Source: an optimization exercise on an open RTL-to-GDS flow (aim: small area). Production flows keep margins and buffers that such runs may drop.
In this exercise RTL edits were held to simulation tests only and were not proved equivalent to the original.
The flow treats the clock pin as an ideal source, which a real chip does not have.
No activity file was given, so power comes from the tool's default toggle rates.

==> flow/design.v <==
module mac_fa (x, y, z, s, c);
	input  x, y, z;
	output s, c;
	assign s = x ^ y ^ z;
	assign c = (x & y) | (x & z) | (y & z);
endmodule
module mac_ha (x, y, s, c);
	input  x, y;
	output s, c;
	assign s = x ^ y;
	assign c = x & y;
endmodule
module mac_nor2 (a, b, y);
	input  a, b;
	output y;
	assign y = ~(a | b);
endmodule
module mac_a21o (a, b, c, y);
	input  a, b, c;
	output y;
	assign y = (a & b) | c;
endmodule
module mac_a21oi (a, b, c, y);
	input  a, b, c;
	output y;
	assign y = ~((a & b) | c);
endmodule
module mac_a222oi (a, b, c, d, e, f, y);
	input  a, b, c, d, e, f;
	output y;
	assign y = ~((a & b) | (c & d) | (e & f));
endmodule
module mac_a31o (a, b, c, d, y);
	input  a, b, c, d;
	output y;
	assign y = (a & b & c) | d;
endmodule
module mac_a31oi (a, b, c, d, y);
	input  a, b, c, d;
	output y;
	assign y = ~((a & b & c) | d);
endmodule
module mac_and2 (a, b, y);
	input  a, b;
	output y;
	assign y = a & b;
endmodule
module mac_and3 (a, b, c, y);
	input  a, b, c;
	output y;
	assign y = a & b & c;
endmodule
module mac_inv (a, y);
	input  a;
	output y;
	assign y = ~a;
endmodule
module mac_nand2 (a, b, y);
	input  a, b;
	output y;
	assign y = ~(a & b);
endmodule
module mac_nand3 (a, b, c, y);
	input  a, b, c;
	output y;
	assign y = ~(a & b & c);
endmodule
module mac_or2 (a, b, y);
	input  a, b;
	output y;
	assign y = a | b;
endmodule
module mac_xor2 (a, b, y);
	input  a, b;
	output y;
	assign y = a ^ b;
endmodule
module top_mac_st (clk, rst, accu_rst, a, w, config_aw, z);
	parameter HEADROOM = 4;
	input                    clk;
	input                    rst;
	input                    accu_rst;
	input    [7:0]           a;         
	input    [7:0]           w;         
	input    [1:0]           config_aw;
	output   [15+HEADROOM:0] z;
	reg      [7:0]           a1, w1, a2, w2;
	reg                      rst1;      
	reg                      clr1;      
	reg      [1:0]           cfg;       
	reg      [19:0]          accn;      
	wire     [19:0]          accd;      
	wire c0 = cfg[0];
	wire c1 = cfg[1];
	wire m8, s8, s4, m2, nm2, clr1n;
	mac_inv  u_m8 (.a(c0), .y(m8));                
	assign s8 = m8;
	mac_nor2 u_s4 (.a(m8), .b(c1), .y(s4));        
	mac_and2 u_m2 (.a(c0), .b(c1), .y(m2));        
	assign s2 = m2;
	mac_inv  u_nm2 (.a(m2), .y(nm2));
	mac_inv  u_clr1n (.a(clr1), .y(clr1n));
	wire s2;
	wire pp_0_0_1;
	wire pp_0_1_2;
	wire pp_0_2_3;
	wire pp_0_3_4;
	wire pp_0_4_5;
	wire pp_0_5_6;
	wire pp_0_6_7;
	wire pp_0_7_8;
	wire pp_1_0_9;
	wire pp_1_1_10;
	wire pp_1_2_11;
	wire pp_1_3_12;
	wire pp_1_4_13;
	wire pp_1_5_14;
	wire pp_1_6_15;
	wire pp_1_7_16;
	wire pp_2_0_17;
	wire pp_2_1_18;
	wire pp_2_2_19;
	wire pp_2_3_20;
	wire pp_2_4_21;
	wire pp_2_5_22;
	wire px23;
	wire pp_2_6_24;
	wire pp_2_7_25;
	wire pp_3_0_26;
	wire pp_3_1_27;
	wire pp_3_2_28;
	wire pp_3_3_29;
	wire pp_3_4_30;
	wire pp_3_5_31;
	wire px32;
	wire pp_3_6_33;
	wire pp_3_7_34;
	wire pp_4_0_35;
	wire pp_4_1_36;
	wire pp_4_2_37;
	wire pp_4_3_38;
	wire px39;
	wire pp_4_4_40;
	wire pp_4_5_41;
	wire pp_4_6_42;
	wire pp_4_7_43;
	wire pp_5_0_44;
	wire pp_5_1_45;
	wire pp_5_2_46;
	wire pp_5_3_47;
	wire px48;
	wire pp_5_4_49;
	wire pp_5_5_50;
	wire pp_5_6_51;
	wire pp_5_7_52;
	wire pp_6_0_53;
	wire pp_6_1_54;
	wire px55;
	wire pp_6_2_56;
	wire pp_6_3_57;
	wire px58;
	wire pp_6_4_59;
	wire pp_6_5_60;
	wire pp_6_6_61;
	wire pp_6_7_62;
	wire pp_7_0_63;
	wire pp_7_1_64;
	wire px65;
	wire pp_7_2_66;
	wire pp_7_3_67;
	wire px68;
	wire pp_7_4_69;
	wire pp_7_5_70;
	wire pp_7_6_71;
	wire pp_7_7_72;
	wire hc73;
	wire hs74;
	wire fs75;
	wire fc76;
	wire hc77;
	wire hs78;
	wire fs79;
	wire fc80;
	wire fs81;
	wire fc82;
	wire hc83;
	wire hs84;
	wire fs85;
	wire fc86;
	wire fs87;
	wire fc88;
	wire fs89;
	wire fc90;
	wire hc91;
	wire hs92;
	wire fs93;
	wire fc94;
	wire fs95;
	wire fc96;
	wire fs97;
	wire fc98;
	wire fs99;
	wire fc100;
	wire hc101;
	wire hs102;
	wire fs103;
	wire fc104;
	wire fs105;
	wire fc106;
	wire fs107;
	wire fc108;
	wire fs109;
	wire fc110;
	wire fs111;
	wire fc112;
	wire hc113;
	wire hs114;
	wire fs115;
	wire fc116;
	wire fs117;
	wire fc118;
	wire fs119;
	wire fc120;
	wire fs121;
	wire fc122;
	wire fs123;
	wire fc124;
	wire fs125;
	wire fc126;
	wire hc127;
	wire hs128;
	wire fs129;
	wire fc130;
	wire fs131;
	wire fc132;
	wire fs133;
	wire fc134;
	wire fs135;
	wire fc136;
	wire fs137;
	wire fc138;
	wire fs139;
	wire fc140;
	wire fs141;
	wire fc142;
	wire fs143;
	wire fc144;
	wire fs145;
	wire fc146;
	wire fs147;
	wire fc148;
	wire fs149;
	wire fc150;
	wire fs151;
	wire fc152;
	wire fs153;
	wire fc154;
	wire fs155;
	wire fc156;
	wire fs157;
	wire fc158;
	wire hc159;
	wire hs160;
	wire fs161;
	wire fc162;
	wire fs163;
	wire fc164;
	wire fs165;
	wire fc166;
	wire fs167;
	wire fc168;
	wire fs169;
	wire fc170;
	wire fs171;
	wire fc172;
	wire fs173;
	wire fc174;
	wire fs175;
	wire fc176;
	wire fs177;
	wire fc178;
	wire fs179;
	wire fc180;
	wire fs181;
	wire fc182;
	wire fs183;
	wire fc184;
	wire fs185;
	wire fc186;
	wire fs187;
	wire fc188;
	wire fs189;
	wire fc190;
	wire fs191;
	wire fc192;
	wire fs193;
	wire fc194;
	wire fs195;
	wire fc196;
	wire fs197;
	wire fc198;
	wire fs199;
	wire fc200;
	wire fs201;
	wire fc202;
	wire fs203;
	wire fc204;
	wire fs205;
	wire fc206;
	wire fs207;
	wire fc208;
	wire fs209;
	wire fc210;
	wire fs211;
	wire fc212;
	wire fs213;
	wire fc214;
	wire fs215;
	wire fc216;
	wire fs217;
	wire fc218;
	wire fs219;
	wire fc220;
	wire fs221;
	wire fc222;
	wire xs223;
	wire xs224;
	mac_nand3 u_pp_0_0_1 (.a(a2[0]), .b(w2[0]), .c(m8), .y(pp_0_0_1));
	mac_nand3 u_pp_0_1_2 (.a(a2[0]), .b(w2[1]), .c(m8), .y(pp_0_1_2));
	mac_nand3 u_pp_0_2_3 (.a(a2[0]), .b(w2[2]), .c(m8), .y(pp_0_2_3));
	mac_nand3 u_pp_0_3_4 (.a(a2[0]), .b(w2[3]), .c(m8), .y(pp_0_3_4));
	mac_nand3 u_pp_0_4_5 (.a(a2[0]), .b(w2[4]), .c(nm2), .y(pp_0_4_5));
	mac_nand3 u_pp_0_5_6 (.a(a2[0]), .b(w2[5]), .c(nm2), .y(pp_0_5_6));
	mac_nand2 u_pp_0_6_7 (.a(a2[0]), .b(w2[6]), .y(pp_0_6_7));
	mac_and2 u_pp_0_7_8 (.a(a2[0]), .b(w2[7]), .y(pp_0_7_8));
	mac_nand3 u_pp_1_0_9 (.a(a2[1]), .b(w2[0]), .c(m8), .y(pp_1_0_9));
	mac_nand3 u_pp_1_1_10 (.a(a2[1]), .b(w2[1]), .c(m8), .y(pp_1_1_10));
	mac_nand3 u_pp_1_2_11 (.a(a2[1]), .b(w2[2]), .c(m8), .y(pp_1_2_11));
	mac_nand3 u_pp_1_3_12 (.a(a2[1]), .b(w2[3]), .c(m8), .y(pp_1_3_12));
	mac_nand3 u_pp_1_4_13 (.a(a2[1]), .b(w2[4]), .c(nm2), .y(pp_1_4_13));
	mac_nand3 u_pp_1_5_14 (.a(a2[1]), .b(w2[5]), .c(nm2), .y(pp_1_5_14));
	mac_nand2 u_pp_1_6_15 (.a(a2[1]), .b(w2[6]), .y(pp_1_6_15));
	mac_and2 u_pp_1_7_16 (.a(a2[1]), .b(w2[7]), .y(pp_1_7_16));
	mac_nand3 u_pp_2_0_17 (.a(a2[2]), .b(w2[0]), .c(m8), .y(pp_2_0_17));
	mac_nand3 u_pp_2_1_18 (.a(a2[2]), .b(w2[1]), .c(m8), .y(pp_2_1_18));
	mac_nand3 u_pp_2_2_19 (.a(a2[2]), .b(w2[2]), .c(m8), .y(pp_2_2_19));
	mac_nand3 u_pp_2_3_20 (.a(a2[2]), .b(w2[3]), .c(m8), .y(pp_2_3_20));
	mac_nand2 u_pp_2_4_21 (.a(a2[2]), .b(w2[4]), .y(pp_2_4_21));
	mac_nand2 u_px23 (.a(a2[2]), .b(w2[5]), .y(px23));
	mac_xor2 u_pp_2_5_22 (.a(px23), .b(m2), .y(pp_2_5_22));
	mac_a21oi u_pp_2_6_24 (.a(a2[2]), .b(w2[6]), .c(m2), .y(pp_2_6_24));
	mac_and3 u_pp_2_7_25 (.a(a2[2]), .b(w2[7]), .c(nm2), .y(pp_2_7_25));
	mac_nand3 u_pp_3_0_26 (.a(a2[3]), .b(w2[0]), .c(m8), .y(pp_3_0_26));
	mac_nand3 u_pp_3_1_27 (.a(a2[3]), .b(w2[1]), .c(m8), .y(pp_3_1_27));
	mac_nand3 u_pp_3_2_28 (.a(a2[3]), .b(w2[2]), .c(m8), .y(pp_3_2_28));
	mac_nand3 u_pp_3_3_29 (.a(a2[3]), .b(w2[3]), .c(m8), .y(pp_3_3_29));
	mac_nand2 u_pp_3_4_30 (.a(a2[3]), .b(w2[4]), .y(pp_3_4_30));
	mac_nand2 u_px32 (.a(a2[3]), .b(w2[5]), .y(px32));
	mac_xor2 u_pp_3_5_31 (.a(px32), .b(m2), .y(pp_3_5_31));
	mac_nand3 u_pp_3_6_33 (.a(a2[3]), .b(w2[6]), .c(nm2), .y(pp_3_6_33));
	mac_and3 u_pp_3_7_34 (.a(a2[3]), .b(w2[7]), .c(nm2), .y(pp_3_7_34));
	mac_nand3 u_pp_4_0_35 (.a(a2[4]), .b(w2[0]), .c(nm2), .y(pp_4_0_35));
	mac_nand3 u_pp_4_1_36 (.a(a2[4]), .b(w2[1]), .c(nm2), .y(pp_4_1_36));
	mac_nand2 u_pp_4_2_37 (.a(a2[4]), .b(w2[2]), .y(pp_4_2_37));
	mac_nand2 u_px39 (.a(a2[4]), .b(w2[3]), .y(px39));
	mac_xor2 u_pp_4_3_38 (.a(px39), .b(c0), .y(pp_4_3_38));
	mac_a21oi u_pp_4_4_40 (.a(a2[4]), .b(w2[4]), .c(c0), .y(pp_4_4_40));
	mac_nand3 u_pp_4_5_41 (.a(a2[4]), .b(w2[5]), .c(m8), .y(pp_4_5_41));
	mac_a31oi u_pp_4_6_42 (.a(a2[4]), .b(w2[6]), .c(m8), .d(m2), .y(pp_4_6_42));
	mac_a21o u_pp_4_7_43 (.a(a2[4]), .b(w2[7]), .c(c0), .y(pp_4_7_43));
	mac_nand3 u_pp_5_0_44 (.a(a2[5]), .b(w2[0]), .c(nm2), .y(pp_5_0_44));
	mac_nand3 u_pp_5_1_45 (.a(a2[5]), .b(w2[1]), .c(nm2), .y(pp_5_1_45));
	mac_nand2 u_pp_5_2_46 (.a(a2[5]), .b(w2[2]), .y(pp_5_2_46));
	mac_nand2 u_px48 (.a(a2[5]), .b(w2[3]), .y(px48));
	mac_xor2 u_pp_5_3_47 (.a(px48), .b(c0), .y(pp_5_3_47));
	mac_nand3 u_pp_5_4_49 (.a(a2[5]), .b(w2[4]), .c(m8), .y(pp_5_4_49));
	mac_nand3 u_pp_5_5_50 (.a(a2[5]), .b(w2[5]), .c(m8), .y(pp_5_5_50));
	mac_nand3 u_pp_5_6_51 (.a(a2[5]), .b(w2[6]), .c(m8), .y(pp_5_6_51));
	mac_a31o u_pp_5_7_52 (.a(a2[5]), .b(w2[7]), .c(m8), .d(m2), .y(pp_5_7_52));
	mac_nand2 u_pp_6_0_53 (.a(a2[6]), .b(w2[0]), .y(pp_6_0_53));
	mac_nand2 u_px55 (.a(a2[6]), .b(w2[1]), .y(px55));
	mac_xor2 u_pp_6_1_54 (.a(px55), .b(m2), .y(pp_6_1_54));
	mac_nand3 u_pp_6_2_56 (.a(a2[6]), .b(w2[2]), .c(nm2), .y(pp_6_2_56));
	mac_nand3 u_px58 (.a(a2[6]), .b(w2[3]), .c(nm2), .y(px58));
	mac_xor2 u_pp_6_3_57 (.a(px58), .b(c0), .y(pp_6_3_57));
	mac_nand3 u_pp_6_4_59 (.a(a2[6]), .b(w2[4]), .c(m8), .y(pp_6_4_59));
	mac_nand3 u_pp_6_5_60 (.a(a2[6]), .b(w2[5]), .c(m8), .y(pp_6_5_60));
	mac_nand3 u_pp_6_6_61 (.a(a2[6]), .b(w2[6]), .c(m8), .y(pp_6_6_61));
	mac_and3 u_pp_6_7_62 (.a(a2[6]), .b(w2[7]), .c(m8), .y(pp_6_7_62));
	mac_nand2 u_pp_7_0_63 (.a(a2[7]), .b(w2[0]), .y(pp_7_0_63));
	mac_nand2 u_px65 (.a(a2[7]), .b(w2[1]), .y(px65));
	mac_xor2 u_pp_7_1_64 (.a(px65), .b(m2), .y(pp_7_1_64));
	mac_nand3 u_pp_7_2_66 (.a(a2[7]), .b(w2[2]), .c(nm2), .y(pp_7_2_66));
	mac_nand3 u_px68 (.a(a2[7]), .b(w2[3]), .c(nm2), .y(px68));
	mac_xor2 u_pp_7_3_67 (.a(px68), .b(c0), .y(pp_7_3_67));
	mac_a31oi u_pp_7_4_69 (.a(a2[7]), .b(w2[4]), .c(m8), .d(m2), .y(pp_7_4_69));
	mac_nand3 u_pp_7_5_70 (.a(a2[7]), .b(w2[5]), .c(m8), .y(pp_7_5_70));
	mac_nand3 u_pp_7_6_71 (.a(a2[7]), .b(w2[6]), .c(m8), .y(pp_7_6_71));
	mac_and3 u_pp_7_7_72 (.a(a2[7]), .b(w2[7]), .c(m8), .y(pp_7_7_72));
	mac_or2 u_hc73 (.a(accn[0]), .b(pp_0_0_1), .y(hc73));
	mac_xor2 u_hs74 (.a(accn[0]), .b(pp_0_0_1), .y(hs74));
	mac_fa u_fs75 (.x(accn[1]), .y(pp_0_1_2), .z(pp_1_0_9), .s(fs75), .c(fc76));
	mac_or2 u_hc77 (.a(hc73), .b(fs75), .y(hc77));
	mac_xor2 u_hs78 (.a(hc73), .b(fs75), .y(hs78));
	mac_fa u_fs79 (.x(accn[2]), .y(pp_0_2_3), .z(pp_1_1_10), .s(fs79), .c(fc80));
	mac_fa u_fs81 (.x(pp_2_0_17), .y(fc76), .z(fs79), .s(fs81), .c(fc82));
	mac_or2 u_hc83 (.a(hc77), .b(fs81), .y(hc83));
	mac_xor2 u_hs84 (.a(hc77), .b(fs81), .y(hs84));
	mac_fa u_fs85 (.x(accn[3]), .y(pp_0_3_4), .z(pp_1_2_11), .s(fs85), .c(fc86));
	mac_fa u_fs87 (.x(pp_2_1_18), .y(pp_3_0_26), .z(fc80), .s(fs87), .c(fc88));
	mac_fa u_fs89 (.x(fs85), .y(fc82), .z(fs87), .s(fs89), .c(fc90));
	mac_or2 u_hc91 (.a(hc83), .b(fs89), .y(hc91));
	mac_xor2 u_hs92 (.a(hc83), .b(fs89), .y(hs92));
	mac_fa u_fs93 (.x(accn[4]), .y(pp_0_4_5), .z(pp_1_3_12), .s(fs93), .c(fc94));
	mac_fa u_fs95 (.x(pp_2_2_19), .y(pp_3_1_27), .z(pp_4_0_35), .s(fs95), .c(fc96));
	mac_fa u_fs97 (.x(fc86), .y(fs93), .z(fs95), .s(fs97), .c(fc98));
	mac_fa u_fs99 (.x(fc88), .y(fs97), .z(fc90), .s(fs99), .c(fc100));
	mac_or2 u_hc101 (.a(hc91), .b(fs99), .y(hc101));
	mac_xor2 u_hs102 (.a(hc91), .b(fs99), .y(hs102));
	mac_fa u_fs103 (.x(accn[5]), .y(pp_0_5_6), .z(pp_1_4_13), .s(fs103), .c(fc104));
	mac_fa u_fs105 (.x(pp_2_3_20), .y(pp_3_2_28), .z(pp_4_1_36), .s(fs105), .c(fc106));
	mac_fa u_fs107 (.x(pp_5_0_44), .y(fc94), .z(fc96), .s(fs107), .c(fc108));
	mac_fa u_fs109 (.x(fs103), .y(fs105), .z(fc98), .s(fs109), .c(fc110));
	mac_fa u_fs111 (.x(fs107), .y(fs109), .z(fc100), .s(fs111), .c(fc112));
	mac_or2 u_hc113 (.a(hc101), .b(fs111), .y(hc113));
	mac_xor2 u_hs114 (.a(hc101), .b(fs111), .y(hs114));
	mac_fa u_fs115 (.x(accn[6]), .y(pp_0_6_7), .z(pp_1_5_14), .s(fs115), .c(fc116));
	mac_fa u_fs117 (.x(pp_2_4_21), .y(pp_3_3_29), .z(pp_4_2_37), .s(fs117), .c(fc118));
	mac_fa u_fs119 (.x(pp_5_1_45), .y(pp_6_0_53), .z(fc104), .s(fs119), .c(fc120));
	mac_fa u_fs121 (.x(fc106), .y(fs115), .z(fs117), .s(fs121), .c(fc122));
	mac_fa u_fs123 (.x(fc108), .y(fs119), .z(fs121), .s(fs123), .c(fc124));
	mac_fa u_fs125 (.x(fc110), .y(fs123), .z(fc112), .s(fs125), .c(fc126));
	mac_or2 u_hc127 (.a(hc113), .b(fs125), .y(hc127));
	mac_xor2 u_hs128 (.a(hc113), .b(fs125), .y(hs128));
	mac_fa u_fs129 (.x(c0), .y(accn[7]), .z(pp_0_7_8), .s(fs129), .c(fc130));
	mac_fa u_fs131 (.x(pp_1_6_15), .y(pp_2_5_22), .z(pp_3_4_30), .s(fs131), .c(fc132));
	mac_fa u_fs133 (.x(pp_4_3_38), .y(pp_5_2_46), .z(pp_6_1_54), .s(fs133), .c(fc134));
	mac_fa u_fs135 (.x(pp_7_0_63), .y(fc116), .z(fc118), .s(fs135), .c(fc136));
	mac_fa u_fs137 (.x(fs129), .y(fs131), .z(fs133), .s(fs137), .c(fc138));
	mac_fa u_fs139 (.x(fc120), .y(fc122), .z(fs135), .s(fs139), .c(fc140));
	mac_fa u_fs141 (.x(fs137), .y(fc124), .z(fs139), .s(fs141), .c(fc142));
	mac_fa u_fs143 (.x(fs141), .y(fc126), .z(hc127), .s(fs143), .c(fc144));
	mac_fa u_fs145 (.x(accn[8]), .y(pp_1_7_16), .z(pp_2_6_24), .s(fs145), .c(fc146));
	mac_fa u_fs147 (.x(pp_3_5_31), .y(pp_4_4_40), .z(pp_5_3_47), .s(fs147), .c(fc148));
	mac_fa u_fs149 (.x(pp_6_2_56), .y(pp_7_1_64), .z(fc130), .s(fs149), .c(fc150));
	mac_fa u_fs151 (.x(fc132), .y(fc134), .z(fs145), .s(fs151), .c(fc152));
	mac_fa u_fs153 (.x(fs147), .y(fc136), .z(fc138), .s(fs153), .c(fc154));
	mac_fa u_fs155 (.x(fs149), .y(fs151), .z(fc140), .s(fs155), .c(fc156));
	mac_fa u_fs157 (.x(fs153), .y(fc142), .z(fs155), .s(fs157), .c(fc158));
	mac_or2 u_hc159 (.a(fs157), .b(fc144), .y(hc159));
	mac_xor2 u_hs160 (.a(fs157), .b(fc144), .y(hs160));
	mac_fa u_fs161 (.x(accn[9]), .y(pp_2_7_25), .z(pp_3_6_33), .s(fs161), .c(fc162));
	mac_fa u_fs163 (.x(pp_4_5_41), .y(pp_5_4_49), .z(pp_6_3_57), .s(fs163), .c(fc164));
	mac_fa u_fs165 (.x(pp_7_2_66), .y(fc146), .z(fc148), .s(fs165), .c(fc166));
	mac_fa u_fs167 (.x(fs161), .y(fs163), .z(fc150), .s(fs167), .c(fc168));
	mac_fa u_fs169 (.x(fc152), .y(fs165), .z(fc154), .s(fs169), .c(fc170));
	mac_fa u_fs171 (.x(fs167), .y(fc156), .z(fs169), .s(fs171), .c(fc172));
	mac_fa u_fs173 (.x(fc158), .y(fs171), .z(hc159), .s(fs173), .c(fc174));
	mac_fa u_fs175 (.x(accn[10]), .y(pp_3_7_34), .z(pp_4_6_42), .s(fs175), .c(fc176));
	mac_fa u_fs177 (.x(pp_5_5_50), .y(pp_6_4_59), .z(pp_7_3_67), .s(fs177), .c(fc178));
	mac_fa u_fs179 (.x(fc162), .y(fc164), .z(fs175), .s(fs179), .c(fc180));
	mac_fa u_fs181 (.x(fs177), .y(fc166), .z(fs179), .s(fs181), .c(fc182));
	mac_fa u_fs183 (.x(fc168), .y(fs181), .z(fc170), .s(fs183), .c(fc184));
	mac_fa u_fs185 (.x(fc172), .y(fs183), .z(fc174), .s(fs185), .c(fc186));
	mac_fa u_fs187 (.x(accn[11]), .y(pp_4_7_43), .z(pp_5_6_51), .s(fs187), .c(fc188));
	mac_fa u_fs189 (.x(pp_6_5_60), .y(pp_7_4_69), .z(fc176), .s(fs189), .c(fc190));
	mac_fa u_fs191 (.x(fc178), .y(fs187), .z(fc180), .s(fs191), .c(fc192));
	mac_fa u_fs193 (.x(fs189), .y(fc182), .z(fs191), .s(fs193), .c(fc194));
	mac_fa u_fs195 (.x(fs193), .y(fc184), .z(fc186), .s(fs195), .c(fc196));
	mac_fa u_fs197 (.x(accn[12]), .y(pp_5_7_52), .z(pp_6_6_61), .s(fs197), .c(fc198));
	mac_fa u_fs199 (.x(pp_7_5_70), .y(fc188), .z(fs197), .s(fs199), .c(fc200));
	mac_fa u_fs201 (.x(fc190), .y(fs199), .z(fc192), .s(fs201), .c(fc202));
	mac_fa u_fs203 (.x(fc194), .y(fs201), .z(fc196), .s(fs203), .c(fc204));
	mac_fa u_fs205 (.x(accn[13]), .y(pp_6_7_62), .z(pp_7_6_71), .s(fs205), .c(fc206));
	mac_fa u_fs207 (.x(fc198), .y(fs205), .z(fc200), .s(fs207), .c(fc208));
	mac_fa u_fs209 (.x(fs207), .y(fc202), .z(fc204), .s(fs209), .c(fc210));
	mac_fa u_fs211 (.x(accn[14]), .y(pp_7_7_72), .z(fc206), .s(fs211), .c(fc212));
	mac_fa u_fs213 (.x(fs211), .y(fc208), .z(fc210), .s(fs213), .c(fc214));
	mac_fa u_fs215 (.x(accn[15]), .y(fc212), .z(fc214), .s(fs215), .c(fc216));
	mac_fa u_fs217 (.x(accn[16]), .y(fc216), .z(fs215), .s(fs217), .c(fc218));
	mac_fa u_fs219 (.x(accn[17]), .y(fc218), .z(fs217), .s(fs219), .c(fc220));
	mac_fa u_fs221 (.x(accn[18]), .y(fc220), .z(fs219), .s(fs221), .c(fc222));
	mac_xor2 u_xs223 (.a(accn[19]), .b(fc222), .y(xs223));
	mac_xor2 u_xs224 (.a(xs223), .b(fs221), .y(xs224));
	mac_nand2 u_accd_0 (.a(hs74), .b(clr1n), .y(accd[0]));
	mac_nand2 u_accd_1 (.a(hs78), .b(clr1n), .y(accd[1]));
	mac_nand2 u_accd_2 (.a(hs84), .b(clr1n), .y(accd[2]));
	mac_nand2 u_accd_3 (.a(hs92), .b(clr1n), .y(accd[3]));
	mac_nand2 u_accd_4 (.a(hs102), .b(clr1n), .y(accd[4]));
	mac_nand2 u_accd_5 (.a(hs114), .b(clr1n), .y(accd[5]));
	mac_nand2 u_accd_6 (.a(hs128), .b(clr1n), .y(accd[6]));
	mac_or2 u_accd_7 (.a(fs143), .b(clr1), .y(accd[7]));
	mac_nand2 u_accd_8 (.a(hs160), .b(clr1n), .y(accd[8]));
	mac_or2 u_accd_9 (.a(fs173), .b(clr1), .y(accd[9]));
	mac_or2 u_accd_10 (.a(fs185), .b(clr1), .y(accd[10]));
	mac_or2 u_accd_11 (.a(fs195), .b(clr1), .y(accd[11]));
	mac_or2 u_accd_12 (.a(fs203), .b(clr1), .y(accd[12]));
	mac_or2 u_accd_13 (.a(fs209), .b(clr1), .y(accd[13]));
	mac_or2 u_accd_14 (.a(fs213), .b(clr1), .y(accd[14]));
	mac_nand2 u_accd_15 (.a(fs215), .b(clr1n), .y(accd[15]));
	mac_nand2 u_accd_16 (.a(fs217), .b(clr1n), .y(accd[16]));
	mac_nand2 u_accd_17 (.a(fs219), .b(clr1n), .y(accd[17]));
	mac_nand2 u_accd_18 (.a(fs221), .b(clr1n), .y(accd[18]));
	mac_nand2 u_accd_19 (.a(xs224), .b(clr1n), .y(accd[19]));
	mac_a222oi u_z_0 (.a(accn[0]), .b(s8), .c(accn[4]), .d(s4), .e(accn[6]), .f(s2), .y(z[0]));
	mac_a222oi u_z_1 (.a(accn[1]), .b(s8), .c(accn[5]), .d(s4), .e(accn[7]), .f(s2), .y(z[1]));
	mac_a222oi u_z_2 (.a(accn[2]), .b(s8), .c(accn[6]), .d(s4), .e(accn[8]), .f(s2), .y(z[2]));
	mac_a222oi u_z_3 (.a(accn[3]), .b(s8), .c(accn[7]), .d(s4), .e(accn[9]), .f(s2), .y(z[3]));
	mac_a222oi u_z_4 (.a(accn[4]), .b(s8), .c(accn[8]), .d(s4), .e(accn[10]), .f(s2), .y(z[4]));
	mac_a222oi u_z_5 (.a(accn[5]), .b(s8), .c(accn[9]), .d(s4), .e(accn[11]), .f(s2), .y(z[5]));
	mac_a222oi u_z_6 (.a(accn[6]), .b(s8), .c(accn[10]), .d(s4), .e(accn[12]), .f(s2), .y(z[6]));
	mac_a222oi u_z_7 (.a(accn[7]), .b(s8), .c(accn[11]), .d(s4), .e(accn[13]), .f(s2), .y(z[7]));
	mac_a222oi u_z_8 (.a(accn[8]), .b(s8), .c(accn[12]), .d(s4), .e(accn[14]), .f(s2), .y(z[8]));
	mac_a222oi u_z_9 (.a(accn[9]), .b(s8), .c(accn[13]), .d(s4), .e(accn[15]), .f(s2), .y(z[9]));
	mac_a222oi u_z_10 (.a(accn[10]), .b(s8), .c(accn[14]), .d(s4), .e(accn[16]), .f(s2), .y(z[10]));
	mac_a222oi u_z_11 (.a(accn[11]), .b(s8), .c(accn[15]), .d(s4), .e(accn[17]), .f(s2), .y(z[11]));
	mac_a222oi u_z_12 (.a(accn[12]), .b(s8), .c(accn[16]), .d(s4), .e(accn[18]), .f(s2), .y(z[12]));
	mac_inv u_z_13 (.a(accn[13]), .y(z[13]));
	mac_inv u_z_14 (.a(accn[14]), .y(z[14]));
	mac_inv u_z_15 (.a(accn[15]), .y(z[15]));
	mac_inv u_z_16 (.a(accn[16]), .y(z[16]));
	mac_inv u_z_17 (.a(accn[17]), .y(z[17]));
	mac_inv u_z_18 (.a(accn[18]), .y(z[18]));
	mac_inv u_z_19 (.a(accn[19]), .y(z[19]));
	always_ff @(posedge clk) begin
		a1   <= a;
		w1   <= w;
		rst1 <= rst;
		clr1 <= rst | accu_rst | rst1;
		cfg  <= config_aw;
		a2   <= a1;
		w2   <= w1;
		accn <= accd;
	end
endmodule  
==> flow/flow/run.sh <==
#!/bin/bash
# Own layout flow: the standard ORFS flow (standard.sh, unchanged synthesis) with
# layout-only changes:
#  - buffers that synthesis inserted are removed at floorplan (REMOVE_ABC_BUFFERS);
#  - port buffers are the smallest buffer (buf_1) instead of clkdlybuf4s50_1;
#  - the clock tree is one clkbuf_16 at the centre of the flip-flops (flow/pre_cts.tcl);
#  - after global routing, cells off the critical paths are downsized (RECOVER_POWER).
set -euo pipefail
export REMOVE_ABC_BUFFERS=1
export BUFFER_PORTS_ARGS="-buffer_cell sky130_fd_sc_hd__buf_1"
export PRE_CTS_TCL="$PWD/flow/pre_cts.tcl"
export CTS_ARGS="-sink_clustering_enable -repair_clock_nets -buf_list sky130_fd_sc_hd__clkbuf_8 -root_buf sky130_fd_sc_hd__clkbuf_8 -dont_use_dummy_load"
export RECOVER_POWER=100
bash standard.sh > standard.log 2>&1
==> flow/flow/pre_cts.tcl <==
# Clock tree of one buffer: the clock port drives one clkbuf_16 placed at the centre of the
# flip-flops, and that buffer drives every flip-flop (all registers see the same clock path).
set block [ord::get_db_block]
set sx 0
set sy 0
set n 0
foreach inst [$block getInsts] {
  if { [string match "sky130_fd_sc_hd__df*" [[$inst getMaster] getName]] } {
    set box [$inst getBBox]
    set sx [expr { $sx + ([$box xMin] + [$box xMax]) / 2.0 }]
    set sy [expr { $sy + ([$box yMin] + [$box yMax]) / 2.0 }]
    incr n
  }
}
set dbu [$block getDefUnits]
set x [expr { $sx / $n / $dbu }]
set y [expr { $sy / $n / $dbu }]
puts "clock buffer at $x $y for $n flip-flops"
insert_buffer -buffer_cell sky130_fd_sc_hd__clkbuf_16 -net clk -buffer_name clkbuf_root -net_name clknet_root -location [list $x $y]
==> flow/standard.sh <==
#!/bin/bash
# synth_recipe.tcl (not shown) runs the flow's synth.tcl, then flattens the netlist and writes it again
# the make line also repeats each setting of config.mk as NAME=value (left out here)
make -C /OpenROAD-flow-scripts/flow DESIGN_CONFIG=/design/flow/config.mk WORK_HOME=/design/flow/orfs CLKGATE_MAP_FILE= SYNTH_SCRIPT=/design/flow/synth_recipe.tcl "${@:-finish}"
==> flow/config.mk <==
export PLATFORM = sky130hd
export DESIGN_NAME = top_mac_st
export DESIGN_NICKNAME = top_mac_st
export VERILOG_FILES = /design/flow/design.v
export SDC_FILE = /design/flow/constraint.sdc
export NUM_CORES = 4
export LEC_CHECK = 0
export CAP_MARGIN = 20
export CORE_MARGIN = 2
export CORE_UTILIZATION = 40
export SLEW_MARGIN = 20
export SYNTH_HIERARCHICAL = 1
==> flow/constraint.sdc <==
create_clock -name core_clock -period 10.0 [get_ports {clk}]
set_input_delay 2.0000 -clock core_clock [delete_from_list [all_inputs] [get_ports {clk}]]
set_output_delay 2.0000 -clock core_clock [all_outputs]
set_load 0.01 [all_outputs]
==> results.toml, run 1 <==
[floorplan]
fp.dieH_um = 94.46
die_x_um = 94.46
die_area_um2 = 8923
core_um2 = 7848
ios = 41
rows = 32
start_util_pct = 41.71

[power_and_ir_drop]
peakVddDrop_v = 0.0001866
seq_power_share_pct = 31.1
internal-power_uw = 543.3
p_per_area_nw_per_um2 = 243.6
p_sw_share_pct = 39.44
netSwitchingPower_uw = 353.8
power_leakage_nw = 1.266
pwr-share-clk_pct = 14.4
p_comb_share_pct = 54.5

[layout]
nets = 400
final_cell_mix = "fa_1, dfxtp_1, buf_1, nand3_1, nand2_1"
synthToLayoutAreaGrowth_pct = 12.50
n_fill_cell = 769
diodes = 0
regArea_um2 = 1121
multi_input_area_um2 = 2115
drive_gt1_share_pct = 4.194
final_common_cell = "fa_1"

[global_route]
antenna_found_initial = 0
grt_max_degree = 38
grt_util_met1_pct = 24.26
busiest_layer = "met2"
grt_util_all_layers_pct = 17.58
grt_pass1_vias = 2368
met2_usage_pct = 29.88
grt_use_met3_pct = 3.033
grt_pass1_wl_um = 11940
overflow = 0

[synth]
syn_inst = 259
syn_area_um2 = 3273
ys_ff_latch = 56
syn_area_per_cell_um2 = 12.64
ys_warn_count = 7
synth_cell_types = 16
ys_seq_area_share_pct = 34.25

[clocking]
ctsResizeCount = 0
clkSlewWorstSetupHoldPaths_ns = 0.09
cts_inserted_buffers = 5
cts_tree = "built"
hold_buffers = 0
post_cts_buffers = 0
cts.sinks = 56
insertion_delay_ns = 0.42

[sta]
grt_setup_unrepaired = "false"
setup_ws_ns = 0.5363
fin_skew_ns = 0.03119
fmax_mhz = 105.7
finalHoldViolCount = 0
fin_setup_tns_ns = 0
relSlewSlack_pct = 46.73
period_needed_ns = 9.464
tightest_slew_ns = 0.7961
drv_slew = 0
hold_slack_ns = 0.3322
fin_crit_sh_pct = 94.64
setup_viol = 0

[route]
drc = 0
wl_per_cell_um = 17.08
via_per_inst = 5.274
wirelength_um = 7036
first_iter_violations = 195
vias = 2173
final_antenna_net_count = 0
drt-pass1-iter-count = 9

[setup_path]
cpMaxStageDelayCell = "fa_1"
cp.required_ns = 10.28
crit-reg2reg-capture = "accn[19]"
worstSetupStartpointType = "register"
max_stage_delay_ns = 0.56
worst_path_dominant_cell_family = "adder cells"
path_common_cell = "fa_1"
cp_data_arrival_time_ns = 9.75
ff2ff_path_depth = 24
rrSetupSlack_ns = 0.54
cp_max_fo = 37
crit_buf_inv = 2
critPathKind = "reg -> reg"
cp-end-kind = "register"
r2r_start = "cfg[0]"
cp_cell_sequence = "inv_1, buf_4, nand3_1, fa_1, fa_1, fa_1, fa_1, fa_1, or2_0, fa_1, or2_1, fa_1, fa_1, fa_1, fa_1, fa_1, fa_1, fa_1, fa_1, fa_1, fa_1, xor2_1, xor2_1, nand2_1"

[min_path]
whs_endpoint = "a2[2]"
min_from = "a1[2]"
min_path_type = "reg -> reg"
hold_depth = 0

[run_status]
status = "complete, no violations"

[place]
io_buffers = 40
gp_congestion = 0.8508
place_ws_ns = 0.4731
dpl.hpwl_um = 5419

[run]
drv_cap = 0
[metrics by stage]
| stage | instances | power [mW] | area [um^2] | util (%) |
|---|---|---|---|---|
| after floorplan | 259 | 0.6624 | 3273 | - |
| after global placement | 406 | 0.7680 | 3588 | 45.73 |
| after detailed placement | 406 | 0.7837 | 3588 | 45.73 |
| after CTS | 412 | 0.9160 | 3682 | 46.92 |
| after global routing | 412 | 1.018 | 3682 | 46.92 |
| final | 412 | 0.8971 | 3682 | 46.92 |
[worst register-to-register path: cells and delay by family, from the launching register on]
family	cells	cell delay, ns
buffers and inverters	2	0.55
AND/OR/NAND/NOR	4	0.75
XOR/XNOR	2	0.34
adder cells (fa/ha/maj)	16	7.36
flip-flops	1	0.32
[kinds of logic (layout without fill, tap and decap cells)]
group | after synthesis | count (layout) | synth area share (%)
AND/OR/NAND/NOR | 89 | 89 | 13.42
adder cells (fa/ha/maj) | 67 | 67 | 40.98
flip-flops | 56 | 56 | 34.25
AO/OA/AOI/OAI | 19 | 19 | 5.390
XOR/XNOR | 18 | 18 | 4.816
buffers and inverters | 10 | 61 | 1.147
[layer usage]
layer	up-vias	part of all wire, %
met2	70	52
met3	4	4.8
met1	1124	43
met4	0	0.63
li1	975	-
met5	-	0
[worst max-delay path by stage]
stage	slack, ns	to	from	cells past startpoint
after global placement	0.60	accn[19]	a2[1]	23
after global routing	0.01	accn[19]	cfg[0]	24
after floorplan	0.15	accn[19]	cfg[0]	24
after detailed placement	0.47	accn[19]	cfg[0]	24
after CTS	0.49	accn[19]	cfg[0]	24
final	0.54	accn[19]	cfg[0]	24
[modules after synthesis, one instance, submodules excluded]
module      area (um^2)  cells inside  flip-flops and latches  copies in the design
mac_a21oi         8.758             1                       0                     2
mac_fa            20.02             1                       0                    67
mac_a21o          7.507             1                       0                     1
mac_or2           6.256             1                       0                    15
mac_inv           3.754             1                       0                    10
mac_xor2          8.758             1                       0                    18
mac_and3          6.256             1                       0                     4
mac_and2          6.256             1                       0                     3
top_mac_st         1127            57                      56                     1
mac_nor2          3.754             1                       0                     1
mac_a222oi        10.01             1                       0                    13
mac_a31o          8.758             1                       0                     1
mac_a31oi         6.256             1                       0                     2
mac_nand3         5.005             1                       0                    38
mac_nand2         3.754             1                       0                    27
[power by group through the flow]
stage | Combinational [mW] | Sequential (mW) | Clock [mW]
4_1_cts | 0.502 | 0.279 | 0.136
5_1_grt | 0.589 | 0.282 | 0.147
2_1_floorplan | 0.391 | 0.271 | 0
6_report | 0.489 | 0.279 | 0.129
3_5_place_dp | 0.500 | 0.284 | 0
3_3_place_gp | 0.484 | 0.284 | 0
[area by class of cell, without the clock buffers]
class / count / share of cell area, %
Inverter: 10 / 1.019
Multi-Input combinational cell: 193 / 57.42
Sequential cell: 56 / 30.45
Tap cell: 102 / 3.466
Timing Repair Buffer: 45 / 5.097
[flip-flops by register name, summed over array words and instances (netlist names)]
register,flops
clr1,1
accn,20
rst1,1
a2,8
w2,8
a1,8
cfg,2
w1,8
[cell usage after synthesis]
| cell | instances | area, um^2 |
|---|---|---|
| nand2_1 | 27 | 101.4 |
| and2_1 | 3 | 18.77 |
| a31o_1 | 1 | 8.760 |
| nand3_1 | 38 | 190.2 |
| a21oi_2 | 2 | 17.52 |
| fa_1 | 67 | 1341 |
| a222oi_1 | 13 | 130.1 |
| nor2_1 | 1 | 3.750 |
| or2_1 | 15 | 93.84 |
| or3_1 | 1 | 6.260 |
| dfxtp_1 | 56 | 1121 |
| a31oi_1 | 2 | 12.51 |
| and3_1 | 4 | 25.02 |
| inv_1 | 10 | 37.54 |
| xor2_1 | 18 | 157.7 |
| a21o_1 | 1 | 7.510 |
==> run 2, diff against run 1 <==
--- a/flow/flow/run.sh
+++ b/flow/flow/run.sh
@@ -5,3 +5,3 @@
 #  - port buffers are the smallest buffer (buf_1) instead of clkdlybuf4s50_1;
-#  - the clock tree is one clkbuf_16 at the centre of the flip-flops (flow/pre_cts.tcl);
+#  - the clock tree is built by flow/pre_cts.tcl: three clkbuf_8 buffers driven by the clock port;
 #  - after global routing, cells off the critical paths are downsized (RECOVER_POWER).
@@ -11,3 +11,3 @@
 export PRE_CTS_TCL="$PWD/flow/pre_cts.tcl"
-export CTS_ARGS="-sink_clustering_enable -repair_clock_nets -buf_list sky130_fd_sc_hd__clkbuf_8 -root_buf sky130_fd_sc_hd__clkbuf_8 -dont_use_dummy_load"
+export CTS_ARGS="-clk_nets clk -buf_list sky130_fd_sc_hd__clkbuf_8 -root_buf sky130_fd_sc_hd__clkbuf_8 -dont_use_dummy_load"
 export RECOVER_POWER=100
==> flow/flow/pre_cts.tcl (replaced) <==
# Clock tree built here instead of by TritonCTS: the clock port drives NLEAF clkbuf_8 leaf
# buffers; the flip-flops are split into NLEAF groups by position and each leaf buffer, placed
# at the centre of its group, drives one group. Every register's clock goes through one
# clkbuf_8.
set NLEAF 3
set block [ord::get_db_block]
set clknet [$block findNet clk]
set sinks {}
foreach it [$clknet getITerms] {
  set inst [$it getInst]
  set box [$inst getBBox]
  lappend sinks [list [expr { ([$box xMin] + [$box xMax]) / 2 }] [expr { ([$box yMin] + [$box yMax]) / 2 }] $it]
}
set n [llength $sinks]
puts "clock sinks: $n"
# split into groups: k-means on the sink positions, started from an x-sorted split
set sinks [lsort -integer -index 0 $sinks]
set cent {}
for {set g 0} {$g < $NLEAF} {incr g} {
  set lo [expr { $g * $n / $NLEAF }]
  set hi [expr { ($g + 1) * $n / $NLEAF - 1 }]
  set sx 0; set sy 0
  foreach s [lrange $sinks $lo $hi] { set sx [expr { $sx + [lindex $s 0] }]; set sy [expr { $sy + [lindex $s 1] }] }
  set m [expr { $hi - $lo + 1 }]
  lappend cent [list [expr { $sx / $m }] [expr { $sy / $m }]]
}
for {set iter 0} {$iter < 20} {incr iter} {
  set groups {}
  for {set g 0} {$g < $NLEAF} {incr g} { lappend groups {} }
  foreach s $sinks {
    set best 0; set bd -1
    for {set g 0} {$g < $NLEAF} {incr g} {
      set c [lindex $cent $g]
      set d [expr { abs([lindex $s 0] - [lindex $c 0]) + abs([lindex $s 1] - [lindex $c 1]) }]
      if { $bd < 0 || $d < $bd } { set bd $d; set best $g }
    }
    lset groups $best [concat [lindex $groups $best] [list $s]]
  }
  set cent {}
  foreach grp $groups {
    set sx 0; set sy 0
    foreach s $grp { set sx [expr { $sx + [lindex $s 0] }]; set sy [expr { $sy + [lindex $s 1] }] }
    set m [llength $grp]
    if { $m == 0 } { set m 1 }
    lappend cent [list [expr { $sx / $m }] [expr { $sy / $m }]]
  }
}
set leafm [$block getDataBase]
set db [ord::get_db]
set mleaf [$db findMaster sky130_fd_sc_hd__clkbuf_8]
for {set g 0} {$g < $NLEAF} {incr g} {
  set c [lindex $cent $g]
  set net [odb::dbNet_create $block clknet_leaf_$g]
  $net setSigType CLOCK
  set buf [odb::dbInst_create $block $mleaf clkbuf_leaf_$g]
  $buf setLocation [expr { int([lindex $c 0]) }] [expr { int([lindex $c 1]) }]
  $buf setPlacementStatus PLACED
  [$buf findITerm A] connect $clknet
  [$buf findITerm X] connect $net
  foreach s [lindex $groups $g] {
    set it [lindex $s 2]
    $it disconnect
    $it connect $net
  }
  puts "leaf $g: [llength [lindex $groups $g]] sinks at $c"
}
==> run 2 against run 1 <==
Effect of this change: still clean; hold slack improved by 0.0058 ns; via count decreased by 0.14%; first-iteration DRC count grew 8.2%; total power shrank 0.79%; utilization fell by 0.14 points; design area is 0.31% lower; clock power down 6%; global-route usage about the same; sequential share of layout area grew 0.093 points; synthesized area is the same; final cell count did not move; critical endpoint unchanged.
==> results.toml, run 2 <==
[run_status]
status = "complete, no violations"

[synth]
ys_ff_latch = 56
synthArstFlopShare_pct = 0
synth_most_common_cell = "fa_1"
syn_area_per_cell_um2 = 12.64
synth_area_leaders = "fa_1, dfxtp_1, nand3_1, xor2_1, a222oi_1"
synth_edf_count = 0
yosysTopAreaCell = "fa_1"
synth.top_cell.area_share_pct = 40.98
syn_inst = 259
ys_warn_count = 7
synthTopCellsByCount = "fa_1, dfxtp_1, nand3_1"
syn_area_um2 = 3273
ys_seq_area_share_pct = 34.25
synthFlopType = "dfxtp_1"
synth_cell_types = 16

[run]
drv_cap = 0

[setup_path]
r2r_start = "cfg[0]"
cp_max_fo = 37
worstSetupStartpointType = "register"
rrSetupSlack_ns = 0.56
cp.required_ns = 10.30
crit-reg2reg-capture = "accn[19]"
critPathKind = "reg -> reg"
ff2ff_path_depth = 24
cp_data_arrival_time_ns = 9.74
cp-end-kind = "register"

[layout]
n_fill_cell = 771
nets = 400
top_register = "accn"
diodes = 0
postLayoutCoreUtil_pct = 46.78
regArea_um2 = 1121
largest_register_ffs = 20
drive_gt1_share_pct = 4.194
final_cell_mix = "fa_1, dfxtp_1, buf_1, nand3_1, nand2_1"
synthToLayoutAreaGrowth_pct = 12.16
final_common_cell = "fa_1"
final_cells = 412
post-route-cell-area_um2 = 3671
multi_input_area_um2 = 2115

[power_and_ir_drop]
power_leakage_nw = 1.261
finalPower_uw = 890.0
p_per_area_nw_per_um2 = 242.4
peakVddDrop_v = 0.0002036

[place]
place_ws_ns = 0.4731
dpl.hpwl_um = 5419
io_buffers = 40
gp_congestion = 0.8508
post_dp_cell_area_um2 = 3588
dp_cells = 406

[global_route]
grt_max_degree = 38
antenna_found_initial = 0
grt_util_all_layers_pct = 17.56
overflow = 0
grt_pass1_wl_um = 11870
grt_pass1_vias = 2370

[clocking]
post_cts_buffers = 0
clkSlewWorstSetupHoldPaths_ns = 0.11
insertion_delay_ns = 0.42
ctsResizeCount = 0
cts_tree = "built"
hold_buffers = 0
cts_inserted_buffers = 3

[route]
vias = 2170
via_per_inst = 5.267
drt-pass1-iter-count = 8
final_antenna_net_count = 0
first_iter_violations = 211
drc = 0
wirelength_um = 7040
wl_per_cell_um = 17.09

[sta]
relSlewSlack_pct = 46.61
fin_skew_ns = 0.02882
tightest_slew_ns = 0.7978
finalHoldViolCount = 0
hold_slack_ns = 0.3380
fin_setup_tns_ns = 0
grt_setup_unrepaired = "false"
fmax_mhz = 105.9
period_needed_ns = 9.440
setup_viol = 0
setup_ws_ns = 0.5598
fin_crit_sh_pct = 94.40
drv_slew = 0

[min_path]
min_path_type = "reg -> reg"
min_from = "a1[2]"
hold_depth = 0
whs_endpoint = "a2[2]"

[floorplan]
fp.dieH_um = 94.46
die_x_um = 94.46
ios = 41
rows = 32
start_util_pct = 41.71
core_um2 = 7848
die_area_um2 = 8923
run 2: cell counts after synthesis:
No cell type changed its count.
run 2: cell families after synthesis:
family                   after synthesis  share of synthesized area (%)
XOR/XNOR                              18                          4.816
AO/OA/AOI/OAI                         19                          5.390
AND/OR/NAND/NOR                       89                          13.42
adder cells (fa/ha/maj)               67                          40.98
flip-flops                            56                          34.25
buffers and inverters                 10                          1.147
run 2: final cells by class, without the clock buffers:
class	instances	area share [%]
Sequential cell	56	30.54
Inverter	10	1.022
Buffer	3	1.125
Tap cell	102	3.476
Multi-Input combinational cell	193	57.60
Timing Repair Buffer	45	5.112
run 2: routing by layer:
metal / wire length [um] / global-route usage, % / vias to the layer above / part of all wire [%]
met5: 0 / 0 / - / 0
met4: 72 / 3.502 / 0 / 1.0
met3: 390 / 3.192 / 8 / 5.5
met2: 3584 / 30.00 / 82 / 51
met1: 2992 / 23.67 / 1102 / 43
li1: - / - / 978 / -
run 2: where the power goes:
group	switching [mW]	internal, mW
registers	0.0318	0.247
clock network	0.0676	0.0538
logic	0.255	0.234
total	0.355	0.535
run 2: worst max-delay path: stages (launching register included):
cell and delay (ns):
dfxtp_1 0.32, inv_1 0.17, buf_4 0.37, nand3_1 0.16
fa_1 0.52, fa_1 0.46, fa_1 0.49, fa_1 0.45
fa_1 0.49, or2_0 0.26, fa_1 0.44, or2_1 0.26
fa_1 0.42, fa_1 0.42, fa_1 0.43, fa_1 0.42
fa_1 0.42, fa_1 0.42, fa_1 0.56, fa_1 0.46
fa_1 0.52, fa_1 0.42, xor2_1 0.18, xor2_1 0.16
nand2_1 0.07
run 2: worst max-delay path by stage:
stage / to / start / cells past startpoint / slack [ns]
2_1_floorplan: accn[19] / cfg[0] / 24 / 0.15
3_3_place_gp: accn[19] / a2[1] / 23 / 0.60
3_5_place_dp: accn[19] / cfg[0] / 24 / 0.47
4_1_cts: accn[19] / cfg[0] / 24 / 0.50
5_1_grt: accn[19] / cfg[0] / 24 / 0.02
6_report: accn[19] / cfg[0] / 24 / 0.56
run 2: per-module statistics from Yosys (local to each module, per instance), excerpt:
module / area (um^2) / copies in the design / cells inside / flip-flops and latches
mac_nand2: 3.754 / 27 / 1 / 0
top_mac_st: 1127 / 1 / 57 / 56
mac_nor2: 3.754 / 1 / 1 / 0
mac_and2: 6.256 / 3 / 1 / 0
mac_fa: 20.02 / 67 / 1 / 0
mac_a31oi: 6.256 / 2 / 1 / 0
mac_and3: 6.256 / 4 / 1 / 0
mac_a21oi: 8.758 / 2 / 1 / 0
==> run 3, diff against run 2 <==
--- a/flow/flow/run.sh
+++ b/flow/flow/run.sh
@@ -5,3 +5,4 @@
 #  - port buffers are the smallest buffer (buf_1) instead of clkdlybuf4s50_1;
-#  - the clock tree is built by flow/pre_cts.tcl: three clkbuf_8 buffers driven by the clock port;
+#  - the clock tree is built by flow/pre_cts.tcl: a root buffer and three clkbuf_8 leaves;
+#  - global placement does not keep the buffers its timing-driven passes insert;
 #  - after global routing, cells off the critical paths are downsized (RECOVER_POWER).
@@ -13,2 +14,3 @@
 export RECOVER_POWER=100
+export GPL_KEEP_OVERFLOW=0
 bash standard.sh > standard.log 2>&1
--- a/flow/flow/pre_cts.tcl
+++ b/flow/flow/pre_cts.tcl
@@ -1,5 +1 @@
-# Clock tree built here instead of by TritonCTS: the clock port drives NLEAF clkbuf_8 leaf
-# buffers; the flip-flops are split into NLEAF groups by position and each leaf buffer, placed
-# at the centre of its group, drives one group. Every register's clock goes through one
-# clkbuf_8.
 set NLEAF 3
@@ -50,2 +46,14 @@
 set mleaf [$db findMaster sky130_fd_sc_hd__clkbuf_8]
+set mroot [$db findMaster sky130_fd_sc_hd__clkbuf_2]
+# root buffer at the centre of the leaf buffers
+set rx 0; set ry 0
+foreach c $cent { set rx [expr { $rx + [lindex $c 0] }]; set ry [expr { $ry + [lindex $c 1] }] }
+set rx [expr { $rx / $NLEAF }]; set ry [expr { $ry / $NLEAF }]
+set rootnet [odb::dbNet_create $block clknet_root]
+$rootnet setSigType CLOCK
+set root [odb::dbInst_create $block $mroot clkbuf_root]
+$root setLocation [expr { int($rx) }] [expr { int($ry) }]
+$root setPlacementStatus PLACED
+[$root findITerm A] connect $clknet
+[$root findITerm X] connect $rootnet
 for {set g 0} {$g < $NLEAF} {incr g} {
@@ -57,3 +65,3 @@
   $buf setPlacementStatus PLACED
-  [$buf findITerm A] connect $clknet
+  [$buf findITerm A] connect $rootnet
   [$buf findITerm X] connect $net
==> run 3 against run 2 <==
Effect of this change: still clean on timing, DRC and antenna; global-route usage decreased by 0.34 points; first-iteration DRC count fell by 6.2%; sequential cell count unchanged; clock power shrank 23%; via count increased by 5.5%; synthesized area unchanged; largest cell class unchanged.
==> results.toml, run 3 <==
[min_path]
min_path_type = "reg -> reg"
whs_endpoint = "w2[0]"
hold_depth = 0
min_from = "w1[0]"

[power_and_ir_drop]
internal-power_uw = 511.0
power_leakage_nw = 1.275
pwr-share-clk_pct = 10.8
p_comb_share_pct = 56.6
netSwitchingPower_uw = 346.5
p_sw_share_pct = 40.40
seq_power_share_pct = 32.6
p_per_area_nw_per_um2 = 230.2
peakVddDrop_v = 0.0001919

[route]
wl_per_cell_um = 17.31
drc = 0
first_iter_violations = 198
drt-pass1-iter-count = 8
via_per_inst = 5.437
final_antenna_net_count = 0
vias = 2289
wirelength_um = 7286

[sta]
drv_slew = 0
fin_skew_ns = 0.03157
fin_crit_sh_pct = 94.86
finalHoldViolCount = 0
setup_viol = 0
period_needed_ns = 9.486
grt_setup_unrepaired = "false"
hold_slack_ns = 0.3318
relSlewSlack_pct = 46.09
fmax_mhz = 105.4
tightest_slew_ns = 0.8057

[synth]
synthArstFlopShare_pct = 0
synth.top_cell.area_share_pct = 40.98
synthFlopType = "dfxtp_1"
synth_cell_types = 16
synth_area_leaders = "fa_1, dfxtp_1, nand3_1, xor2_1, a222oi_1"
yosysTopAreaCell = "fa_1"
ys_ff_latch = 56
syn_area_um2 = 3273
ys_warn_count = 7
syn_inst = 259
synth_most_common_cell = "fa_1"
syn_area_per_cell_um2 = 12.64
synthTopCellsByCount = "fa_1, dfxtp_1, nand3_1"
synth_edf_count = 0
ys_seq_area_share_pct = 34.25

[run]
drv_cap = 0

[floorplan]
ios = 41
die_x_um = 94.46
fp.dieH_um = 94.46
start_util_pct = 41.71
core_um2 = 7848
rows = 32
die_area_um2 = 8923

[setup_path]
cp.required_ns = 10.30
r2r_start = "cfg[0]"
ff2ff_path_depth = 24
critPathKind = "reg -> reg"
cp_data_arrival_time_ns = 9.79
crit-reg2reg-capture = "accn[19]"
worstSetupStartpointType = "register"
rrSetupSlack_ns = 0.51
cp-end-kind = "register"
cp_max_fo = 9

[layout]
final_cells = 421
drive_gt1_share_pct = 7.837
multi_input_area_um2 = 2125
final_common_cell = "fa_1"
diodes = 0
post-route-cell-area_um2 = 3725
top_register = "accn"
regArea_um2 = 1125
nets = 409
postLayoutCoreUtil_pct = 47.46
n_fill_cell = 773
synthToLayoutAreaGrowth_pct = 13.80
largest_register_ffs = 20
final_cell_mix = "fa_1, dfxtp_1, buf_1, nand3_1, nand2_1"

[global_route]
antenna_found_initial = 0
grt_pass1_vias = 2490
grt_max_degree = 23
grt_util_all_layers_pct = 17.22
grt_pass1_wl_um = 12120
overflow = 0

[clocking]
hold_buffers = 0
insertion_delay_ns = 0.41
clkSlewWorstSetupHoldPaths_ns = 0.12

[place]
io_buffers = 40
gp_congestion = 0.8519
post_dp_cell_area_um2 = 3551
dp_cells = 401
dpl.hpwl_um = 5226

[run_status]
status = "complete, no violations"
run 3: changes by cell type in the layout (fill, tap and decap cells not counted), sizes merged:
cell,delta
buf,+7
clkbuf,-1
inv,-2
clkinvlp,+4
and2,+1
run 3: power groups by stage:
stage | registers (mW) | logic (mW) | clock network, mW
2_1_floorplan | 0.271 | 0.391 | 0
3_3_place_gp | 0.285 | 0.481 | 0
3_5_place_dp | 0.285 | 0.489 | 0
4_1_cts | 0.286 | 0.494 | 0.0683
5_1_grt | 0.283 | 0.581 | 0.105
6_report | 0.280 | 0.485 | 0.0926
run 3: layout make-up:
type / instances / share of cell area [%]
Buffer: 4 / 1.243
Inverter: 10 / 1.209
Multi-Input combinational cell: 194 / 57.04
Sequential cell: 56 / 30.20
Tap cell: 102 / 3.426
Timing Repair Buffer: 53 / 6.550
Timing Repair inverter: 2 / 0.3359
run 3: worst max-delay path, cell delays in order, from the launching register on:
cell	delay [ns]
dfxtp_4	0.45
clkinvlp_4	0.20
nand3_1	0.15
fa_1	0.45
fa_1	0.44
fa_1	0.45
fa_1	0.42
fa_1	0.43
fa_1	0.50
or2_0	0.26
fa_1	0.42
or2_1	0.26
fa_1	0.41
fa_1	0.42
fa_1	0.44
fa_1	0.43
fa_1	0.42
fa_1	0.42
fa_1	0.56
fa_1	0.47
fa_1	0.52
fa_1	0.43
xor2_1	0.20
xor2_1	0.17
nand2_1	0.06
run 3: modules after synthesis (local to each module, per instance), a selection:
module | cells inside | flops+latches
mac_inv | 1 | 0
top_mac_st | 57 | 56
mac_and3 | 1 | 0
mac_a31oi | 1 | 0
mac_xor2 | 1 | 0
mac_fa | 1 | 0
mac_a31o | 1 | 0
mac_nand3 | 1 | 0
run 3: worst max path at each step:
| stage | slack (ns) | cells past startpoint | start | end |
|---|---|---|---|---|
| 3_3_place_gp | -0.32 | 24 | cfg[0] | accn[19] |
| 4_1_cts | 0.20 | 24 | cfg[0] | accn[19] |
| 2_1_floorplan | 0.15 | 24 | cfg[0] | accn[19] |
| 6_report | 0.51 | 24 | cfg[0] | accn[19] |
| 3_5_place_dp | -0.49 | 24 | cfg[0] | accn[19] |
| 5_1_grt | 0.04 | 24 | cfg[0] | accn[19] |
run 3: kinds of logic (layout without fill, tap and decap cells):
family,Yosys count,after routing,synth area share (%)
buffers and inverters,10,69,1.147
adder cells (fa/ha/maj),67,67,40.98
flip-flops,56,56,34.25
XOR/XNOR,18,18,4.816
AO/OA/AOI/OAI,19,19,5.390
AND/OR/NAND/NOR,89,90,13.42
run 3: stage by stage:
| step | TNS (ns) | power (mW) | setup slack [ns] |
|---|---|---|---|
| floorplan | 0 | 0.6624 | 0.1544 |
| global placement | -0.4350 | 0.7664 | -0.3192 |
| detailed placement | -0.7322 | 0.7739 | -0.4878 |
| CTS | 0 | 0.8474 | 0.1987 |
| global route | 0 | 0.9693 | 0.04122 |
| finish | 0 | 0.8575 | 0.5142 |
run 3: what timing repair did:
action / CTS / global route
endpoints found under the setup margin: 2 / 1
pin swaps: 0 / 1
cloned: 2 / 1
gates resized for setup: 4 / 3
setup buffers: 0 / 13
run 3: layer usage:
layer	up-vias	track usage (%)	share of wire, %
li1	1000	-	-
met1	1156	23.37	41
met2	113	30.06	49
met3	20	1.596	6.6
met4	0	4.106	3.2
met5	-	0	0
==> run 4, diff against run 3 <==
--- a/flow/flow/run.sh
+++ b/flow/flow/run.sh
@@ -6,3 +6,2 @@
 #  - the clock tree is built by flow/pre_cts.tcl: a root buffer and three clkbuf_8 leaves;
-#  - global placement does not keep the buffers its timing-driven passes insert;
 #  - after global routing, cells off the critical paths are downsized (RECOVER_POWER).
@@ -14,3 +13,2 @@
 export RECOVER_POWER=100
-export GPL_KEEP_OVERFLOW=0
 bash standard.sh > standard.log 2>&1
==> run 4 against run 3 <==
Effect of this change: hold slack improved by 0.0063 ns; maximum frequency increased by 0.11%; critical endpoint unchanged; clock skew shrank 0.022 ns; clock power is 1% higher; highest routed layer unchanged; sequential cell count did not move; design area decreased by 2.4%; register-to-register slack barely moved; combinational power rose by 0.8%; utilization shrank 1.1 points.
==> results.toml, run 4 <==
[floorplan]
die_x_um = 94.46
fp.dieH_um = 94.46
core_um2 = 7848
ios = 41
rows = 32
die_area_um2 = 8923
start_util_pct = 41.71

[sta]
hold_slack_ns = 0.3381
fmax_mhz = 105.5
fin_setup_tns_ns = 0
setup_ws_ns = 0.5244
fin_crit_sh_pct = 94.76
fin_skew_ns = 0.009667
finalHoldViolCount = 0
tightest_slew_ns = 0.8259
relSlewSlack_pct = 44.73
setup_viol = 0
grt_setup_unrepaired = "false"
period_needed_ns = 9.476
drv_slew = 0

[synth]
synthTopCellsByCount = "fa_1, dfxtp_1, nand3_1"
synth_area_leaders = "fa_1, dfxtp_1, nand3_1, xor2_1, a222oi_1"
synthFlopType = "dfxtp_1"
synthArstFlopShare_pct = 0
ys_ff_latch = 56
synth_cell_types = 16
yosysTopAreaCell = "fa_1"
syn_inst = 259
synth_most_common_cell = "fa_1"
syn_area_um2 = 3273
ys_seq_area_share_pct = 34.25
ys_warn_count = 7
synth_edf_count = 0
syn_area_per_cell_um2 = 12.64
synth.top_cell.area_share_pct = 40.98

[route]
drc = 0
final_antenna_net_count = 0
via_per_inst = 5.256
vias = 2155
first_iter_violations = 198
wirelength_um = 6986
drt-pass1-iter-count = 9
wl_per_cell_um = 17.04

[layout]
diodes = 0
final_cells = 410
drive_gt1_share_pct = 3.571
final_cell_mix = "fa_1, dfxtp_1, buf_1, nand3_1, nand2_1"
final_common_cell = "fa_1"
nets = 398
post-route-cell-area_um2 = 3635
synthToLayoutAreaGrowth_pct = 11.05
largest_register_ffs = 20
top_register = "accn"
postLayoutCoreUtil_pct = 46.32
n_fill_cell = 776

[setup_path]
cp-end-kind = "register"
cp.required_ns = 10.28
cp_max_fo = 37
cp_data_arrival_time_ns = 9.76
worstSetupStartpointType = "register"
endpoint = "accn[19]"
rrSetupSlack_ns = 0.52
crit-reg2reg-capture = "accn[19]"
setup.worst_path.start = "cfg[0]"
ff2ff_path_depth = 24
critPathKind = "reg -> reg"
r2r_start = "cfg[0]"

[place]
gp_congestion = 0.8508
dp_cells = 406
dpl.hpwl_um = 5419
place_ws_ns = 0.4731
io_buffers = 40
post_dp_cell_area_um2 = 3588

[global_route]
antenna_found_initial = 0
grt_pass1_vias = 2349
grt_max_degree = 38
grt_util_all_layers_pct = 16.98
grt_pass1_wl_um = 11830
overflow = 0

[power_and_ir_drop]
p_per_area_nw_per_um2 = 236.9
power_leakage_nw = 1.244
finalPower_uw = 861.0
peakVddDrop_v = 0.0002032

[clocking]
post_cts_buffers = 0
ctsResizeCount = 0
clkSlewWorstSetupHoldPaths_ns = 0.11
hold_buffers = 0
insertion_delay_ns = 0.41

[run_status]
status = "complete, no violations"

[min_path]
min_path_type = "reg -> reg"

[run]
drv_cap = 0
run 4: cell counts after synthesis:
No cell type changed its count.
run 4: cell type report:
cell class	instances	area [um^2]	share of cell area (%)
multi-input cells	193	2115	58.18
flip-flops and latches	56	1121	30.84
plain buffers	4	46.29	1.274
well taps	102	127.6	3.511
repair buffers	45	187.7	5.164
inverters	10	37.54	1.033
run 4: per-layer routing:
metal / vias up / wire (um) / track usage (%)
met4: 0 / 93 / 2.295
met1: 1105 / 2954 / 23.67
met5: - / 0 / 0
met3: 7 / 389 / 1.516
met2: 68 / 3548 / 29.82
li1: 975 / - / -
run 4: kinds of logic (layout without fill, tap and decap cells):
family | after synthesis | count (layout) | synth area share [%]
AOI/OAI and AO/OA | 19 | 19 | 5.390
xor gates and xnor gates | 18 | 18 | 4.816
adders and majority gates | 67 | 67 | 40.98
buffers and inverters | 10 | 59 | 1.147
DFF | 56 | 56 | 34.25
and+or+nand+nor | 89 | 89 | 13.42
run 4: worst max-delay path, cell delays in order, from the launching register on:
cell,delay [ns]
dfxtp_1,0.32
inv_1,0.18
buf_4,0.38
nand3_1,0.16
fa_1,0.52
fa_1,0.46
fa_1,0.49
fa_1,0.45
fa_1,0.49
or2_1,0.26
fa_1,0.43
or2_1,0.26
fa_1,0.43
fa_1,0.42
fa_1,0.43
fa_1,0.42
fa_1,0.42
fa_1,0.42
fa_1,0.56
fa_1,0.46
fa_1,0.52
fa_1,0.42
xor2_1,0.18
xor2_1,0.16
nand2_1,0.07
run 4: how the worst min path moves through the flow:
stage                      from     to  depth (start not counted)
final                     w1[3]  w2[3]                          0
after global routing      a1[7]  a2[7]                          0
after CTS                 a1[6]  a2[6]                          0
after detailed placement  a1[6]  a2[6]                          0
after global placement    a1[7]  a2[7]                          0
after floorplan           a1[0]  a2[0]                          0
run 4: power breakdown:
part	internal (mW)	switching, mW	leakage [nW]	total [mW]
registers	0.247	0.0317	0.467	0.279
logic	0.234	0.255	0.751	0.489
clock network	0.0298	0.0640	0.0257	0.0938
run 4: Yosys stat by module (local to each module, per instance):
module	cells	flops+latches	cell area, um^2	times used
mac_nor2	1	0	3.754	1
mac_and3	1	0	6.256	4
mac_or2	1	0	6.256	15
mac_a222oi	1	0	10.01	13
mac_a31oi	1	0	6.256	2
mac_a21o	1	0	7.507	1
mac_inv	1	0	3.754	10
mac_a31o	1	0	8.758	1
mac_a21oi	1	0	8.758	2
mac_xor2	1	0	8.758	18
mac_fa	1	0	20.02	67
mac_nand3	1	0	5.005	38
mac_nand2	1	0	3.754	27
top_mac_st	57	56	1127	1
mac_and2	1	0	6.256	3

re-timing with driven ports:
How much do the figures lean on ideal ports? The routed layouts below were timed once more, with nothing changed but the port constraints.
Step 1 sets driving cells, clkbuf_16 on the clock port and buf_2 on the other inputs (assumed; they add their load-dependent delay and slew).
Step 2 moves the port delays by t, midway between the first and last clock arrival at a register: inputs arrive t later, outputs are due t later. That takes back most of the time a late clock gives input paths.
Slacks: ideal / step 1 / step 2; pairs: ideal / step 1.
run	t, ns	setup slack, ns	worst register clock-pin slew, ns	pins driven straight from the clock port
run 1	0.434	0.536 / 0.536 / 0.536	0.11 / 0.11	1
run 2	0.438	0.560 / 0.560 / 0.560	0.11 / 0.11	1
run 3	0.425	0.514 / 0.514 / 0.514	0.12 / 0.12	1
run 4	0.432	0.524 / 0.524 / 0.524	0.11 / 0.11	1
After both steps every run listed still meets setup and hold.
